This design comes from an exercise in tuning for small area on the open sky130 flow, not from production work.
The RTL was checked by simulation tests, not by an equivalence proof against the original design.
Power is estimated from default activity; no workload was simulated.

alpha:
// sk_top
module sk_top(ClkPort, Reset, BtnL, BtnR, BtnD, Sw0, Sw1, Sw2, Sw3, Sw4, Sw5, Sw6, Sw7, hSync, vSync, vgaR, vgaB, vgaG, QuadSpiFlashCS);
  input ClkPort;
  wire ClkPort;
  input Reset;
  wire Reset;
  input BtnL;
  wire BtnL;
  input BtnR;
  wire BtnR;
  input BtnD;
  wire BtnD;
  input Sw0;
  wire Sw0;
  input Sw1;
  wire Sw1;
  input Sw2;
  wire Sw2;
  input Sw3;
  wire Sw3;
  input Sw4;
  wire Sw4;
  input Sw5;
  wire Sw5;
  input Sw6;
  wire Sw6;
  input Sw7;
  wire Sw7;
  output hSync;
  wire hSync;
  output vSync;
  wire vSync;
  output [3:0] vgaR;
  wire [3:0] vgaR;
  output [3:0] vgaB;
  wire [3:0] vgaB;
  output [3:0] vgaG;
  wire [3:0] vgaG;
  output QuadSpiFlashCS;
  wire QuadSpiFlashCS;
  wire dn0000;
  wire dn0001;
  wire dn0002;
  wire dn0003;
  wire dn0004;
  wire dn0005;
  wire dn0006;
  wire dn0007;
  wire dn0008;
  wire dn0009;
  wire dn0010;
  wire dn0011;
  wire dn0012;
  wire dn0013;
  wire dn0014;
  wire dn0015;
  wire dn0016;
  wire dn0017;
  wire dn0018;
  wire dn0019;
  wire dn0020;
  wire dn0021;
  wire dn0022;
  wire dn0023;
  wire dn0024;
  wire dn0025;
  wire dn0026;
  wire dn0027;
  wire dn0028;
  wire dn0029;
  wire dn0030;
  wire dn0031;
  wire dn0032;
  wire dn0033;
  wire dn0034;
  wire dn0035;
  wire dn0036;
  wire dn0037;
  wire dn0038;
  wire dn0039;
  wire dn0040;
  wire dn0041;
  wire dn0042;
  wire dn0043;
  wire dn0044;
  wire dn0045;
  wire dn0046;
  wire dn0047;
  wire dn0048;
  wire dn0049;
  wire dn0050;
  wire dn0051;
  wire dn0052;
  wire dn0053;
  wire dn0054;
  wire dn0055;
  wire dn0056;
  wire dn0057;
  wire dn0058;
  wire dn0059;
  wire dn0060;
  wire dn0061;
  wire dn0062;
  wire dn0063;
  wire dn0064;
  wire dn0065;
  wire dn0066;
  wire dn0067;
  wire dn0068;
  wire dn0069;
  wire dn0070;
  wire dn0071;
  wire dn0072;
  wire dn0073;
  wire dn0074;
  wire dn0075;
  wire dn0076;
  wire dn0077;
  wire dn0078;
  wire dn0079;
  wire dn0080;
  wire dn0081;
  wire dn0082;
  wire dn0083;
  wire dn0084;
  ...
Size: roughly 28 I/O pins, ~11000 um2 of cells after synthesis.
==> flow/config.mk <==
export PLATFORM = sky130hd
export DESIGN_NAME = sk_top
export DESIGN_NICKNAME = sk_top
export VERILOG_FILES = /design/flow/design.v
export SDC_FILE = /design/flow/constraint.sdc
export NUM_CORES = 4
export LEC_CHECK = 0
export CAP_MARGIN = 20
export CORE_MARGIN = 2
export CORE_UTILIZATION = 40
export SLEW_MARGIN = 20
==> flow/constraint.sdc <==
create_clock -name core_clock -period 10.0 [get_ports {ClkPort}]
set_input_delay 2.0000 -clock core_clock [delete_from_list [all_inputs] [get_ports {ClkPort}]]
set_output_delay 2.0000 -clock core_clock [all_outputs]
set_load 0.01 [all_outputs]
standard.sh (not shown) runs the stock make flow with config.mk's settings and CLKGATE_MAP_FILE= SYNTH_SCRIPT=/design/flow/synth_recipe.tcl, a recipe that flattens the netlist after the stock synthesis.
==> flow/flow/run.sh <==
#!/bin/bash
# The standard layout (standard.sh), with these changes:
#  - synthesis: the standard flow's synthesis script, except that ABC maps the logic
#    with an area-oriented script (flow/synth_area.tcl, flow/area.abc);
#    flip-flop mapping, flattening and register names are unchanged
#  - clock tree: clkbuf_8 buffers, sink clusters of up to 16 within 50 um,
#    no dummy loads
#  - port buffers: the smallest buffer cell (every port is still buffered)
# Each tool writes its full log under orfs/logs/ (ORFS's per-step logs);
# make's own output goes to standard.log.
set -euo pipefail
here=$(pwd)
bash standard.sh \
  SYNTH_SCRIPT="$here/flow/synth_area.tcl" \
  CTS_ARGS="-sink_clustering_enable -repair_clock_nets -dont_use_dummy_load -buf_list sky130_fd_sc_hd__clkbuf_4 -sink_clustering_size 12 -sink_clustering_max_diameter 40" \
  BUFFER_PORTS_ARGS="-inputs -outputs -buffer_cell sky130_fd_sc_hd__buf_1" \
  finish > standard.log 2>&1
==> flow/flow/area.abc <==
strash
dch -f
amap
topo
dnsize -c
==> flow/flow/synth_area.tcl <==
# The standard flow's synthesis (synth_recipe.tcl) with one change: ABC maps the logic
# with the area-oriented script area.abc (next to this file) instead of
# ORFS's. Flip-flop mapping, flattening and naming are unchanged.
set area_abc_script [file join [file dirname [file normalize [info script]]] area.abc]
proc synth {args} { yosys synth -nofsm -noshare {*}$args }
proc abc {args} {
  set i [lsearch -exact $args -script]
  if { $i >= 0 } {
    lset args [expr { $i + 1 }] $::area_abc_script
  }
  yosys abc {*}$args
}
source $::env(SCRIPTS_DIR)/synth.tcl
# left out here: clear keep_hierarchy, flatten, clean up, hide names made inside functions, write 1_2_yosys.v
alpha has completed all stages; timing, DRC and antenna checks passed.
--- input diff alpha..beta ---
diff --git a/flow/flow/run.sh b/flow/flow/run.sh
--- a/flow/flow/run.sh
+++ b/flow/flow/run.sh
@@ -15 +15 @@
-  CTS_ARGS="-sink_clustering_enable -repair_clock_nets -dont_use_dummy_load -buf_list sky130_fd_sc_hd__clkbuf_4 -sink_clustering_size 12 -sink_clustering_max_diameter 40" \
+  CTS_ARGS="-sink_clustering_enable -repair_clock_nets -dont_use_dummy_load -buf_list sky130_fd_sc_hd__clkbuf_8 -sink_clustering_size 16 -sink_clustering_max_diameter 50" \
--- outcome ---
Against alpha as the reference, beta delivers a lower final critical delay including setup and external delays.
beta against alpha: worst hold slack -0.015 ns; routed wire length ~0 delta; post-route standard cell area excluding fillers +about 0.7%.
beta against alpha; count of clock buffers in the final design is down by more than a quarter.

========
== juniper ==
sk_top, a different RTL version from the one above (not shown whole).
For scale: ~11000 um2 of cells after synthesis.
Settings: LEC_CHECK=0, CAP_MARGIN=20, CORE_MARGIN=2, CORE_UTILIZATION=40, SLEW_MARGIN=20; clock period 10.0 ns.
==> flow/flow/run.sh <==
#!/bin/bash
# The standard layout (standard.sh), with these changes:
#  - synthesis: the standard flow's synthesis script, except that ABC maps the logic
#    with an area-oriented script (flow/synth_area.tcl, flow/area.abc);
#    flip-flop mapping, flattening and register names are unchanged
#  - clock tree: clkbuf_8 buffers, sink clusters of up to 16 within 50 um,
#    no dummy loads
#  - port buffers: the smallest buffer cell (every port is still buffered)
# Each tool writes its full log under orfs/logs/ (ORFS's per-step logs);
# make's own output goes to standard.log.
set -euo pipefail
here=$(pwd)
bash standard.sh \
  SYNTH_SCRIPT="$here/flow/synth_area.tcl" \
  CTS_ARGS="-sink_clustering_enable -repair_clock_nets -dont_use_dummy_load -buf_list {sky130_fd_sc_hd__clkbuf_4 sky130_fd_sc_hd__clkbuf_8} -sink_clustering_size 14 -sink_clustering_max_diameter 45" \
  BUFFER_PORTS_ARGS="-inputs -outputs -buffer_cell sky130_fd_sc_hd__buf_1" \
  finish > standard.log 2>&1
==> flow/flow/area.abc <==
strash
dch -f
amap -m
strash
dch -f
amap -m
topo
dnsize -c
Scripts as last shown in full above: flow/flow/synth_area.tcl
> inputs changed (juniper -> harbor)
diff --git a/flow/flow/run.sh b/flow/flow/run.sh
--- a/flow/flow/run.sh
+++ b/flow/flow/run.sh
@@ -15 +15 @@
-  CTS_ARGS="-sink_clustering_enable -repair_clock_nets -dont_use_dummy_load -buf_list {sky130_fd_sc_hd__clkbuf_4 sky130_fd_sc_hd__clkbuf_8} -sink_clustering_size 14 -sink_clustering_max_diameter 45" \
+  CTS_ARGS="-sink_clustering_enable -repair_clock_nets -dont_use_dummy_load -buf_list sky130_fd_sc_hd__clkbuf_4 -sink_clustering_size 12 -sink_clustering_max_diameter 40" \
In harbor the total clock network power turned out 17% lower than in juniper.
From juniper to harbor the numbers moved as follows: highest clock frequency the design can meet increased 1.2%; proportion of total power due to net switching increased 1.3 points.
Diff juniper -> harbor | summed area of non-filler cells in the final layout | down slightly
Via count of the first global-routing pass: harbor vs juniper up 92
Here is what was changed in the inputs of nickel compared with harbor.
diff --git a/flow/flow/run.sh b/flow/flow/run.sh
--- a/flow/flow/run.sh
+++ b/flow/flow/run.sh
@@ -6 +6 @@
-#  - clock tree: clkbuf_8 buffers, sink clusters of up to 16 within 50 um,
+#  - clock tree: clkbuf_4 buffers, sink clusters of up to 12 within 40 um,
### Flow results
nickel: all stages complete, timing, DRC and antenna checks passed. Comparing nickel against harbor, there is no change at all in minimum period implied by the final worst setup slack. Re max-capacitance violation count: no difference whatsoever between nickel and harbor. Changes observed in nickel relative to harbor: proportion of layout cells with a drive suffix above 1 saw little to no change, final worst setup slack closely matched the old numbers. Diff harbor -> nickel: netlist area before placement roughly the same, final total power roughly the same, final-report setup violation count roughly the same.
diff inputs: nickel => cedar
diff --git a/flow/flow/run.sh b/flow/flow/run.sh
--- a/flow/flow/run.sh
+++ b/flow/flow/run.sh
@@ -6 +6 @@
-#  - clock tree: clkbuf_4 buffers, sink clusters of up to 12 within 40 um,
+#  - clock tree: clkbuf_8 buffers, sink clusters of up to 16 within 50 um,
@@ -15 +15 @@
-  CTS_ARGS="-sink_clustering_enable -repair_clock_nets -dont_use_dummy_load -buf_list sky130_fd_sc_hd__clkbuf_4 -sink_clustering_size 12 -sink_clustering_max_diameter 40" \
+  CTS_ARGS="-sink_clustering_enable -repair_clock_nets -dont_use_dummy_load -buf_list sky130_fd_sc_hd__clkbuf_8 -sink_clustering_size 16 -sink_clustering_max_diameter 50" \
Notes after the runs:
Looking at area of all placed cells without fillers, cedar sits about 0.8% above nickel.
Worst hold slack in cedar is 19 ps lower than in nickel
cedar vs nickel — final design utilization rose 0.37 points.
Routed wire length: cedar vs nickel, no meaningful difference
Sort nickel and cedar by number of antenna violations at the first check in global routing asc -> top: cedar
Higher clock edge transition at the registers on the reported setup and hold paths goes to nickel over cedar.
Between cedar and nickel, the met1 demand-to-capacity share in global routing does not differ in any meaningful way.
As far as combinational-cell power consumption is concerned, cedar and nickel perform about the same.
Clock period minus final worst setup slack (lower): nickel
Looking at layout overhead on the synthesized area across nickel and cedar, the one that comes out higher is cedar.

-- re-timing with driven ports --
The flow's constraints put no driver on any port. The routed layouts listed below were extracted and timed again, unchanged, in two steps.
Step 1 sets driving cells, clkbuf_16 on the clock port and buf_2 on the other inputs (assumed; they add their load-dependent delay and slew).
Step 2, shift: input delay + t, output delay - t, t = (earliest + latest rising clock arrival at the registers) / 2. This alone moves slack from input paths to output paths.
a / b / c = ideal / step 1 / step 2; a / b = the first two.
run	t, ns	slack for setup (ns)	slew at the worst register clock pin (ns)
alpha	0.661	3.072 / 3.072 / 3.072	0.11 / 0.11
beta	0.591	3.106 / 3.106 / 3.106	0.09 / 0.09
juniper	0.604	2.796 / 2.796 / 2.796	0.09 / 0.09
harbor	0.672	2.882 / 2.882 / 2.882	0.12 / 0.12
nickel	0.672	2.882 / 2.882 / 2.882	0.12 / 0.12
cedar	0.603	2.843 / 2.843 / 2.843	0.09 / 0.09
After both steps every run listed still meets setup and hold.
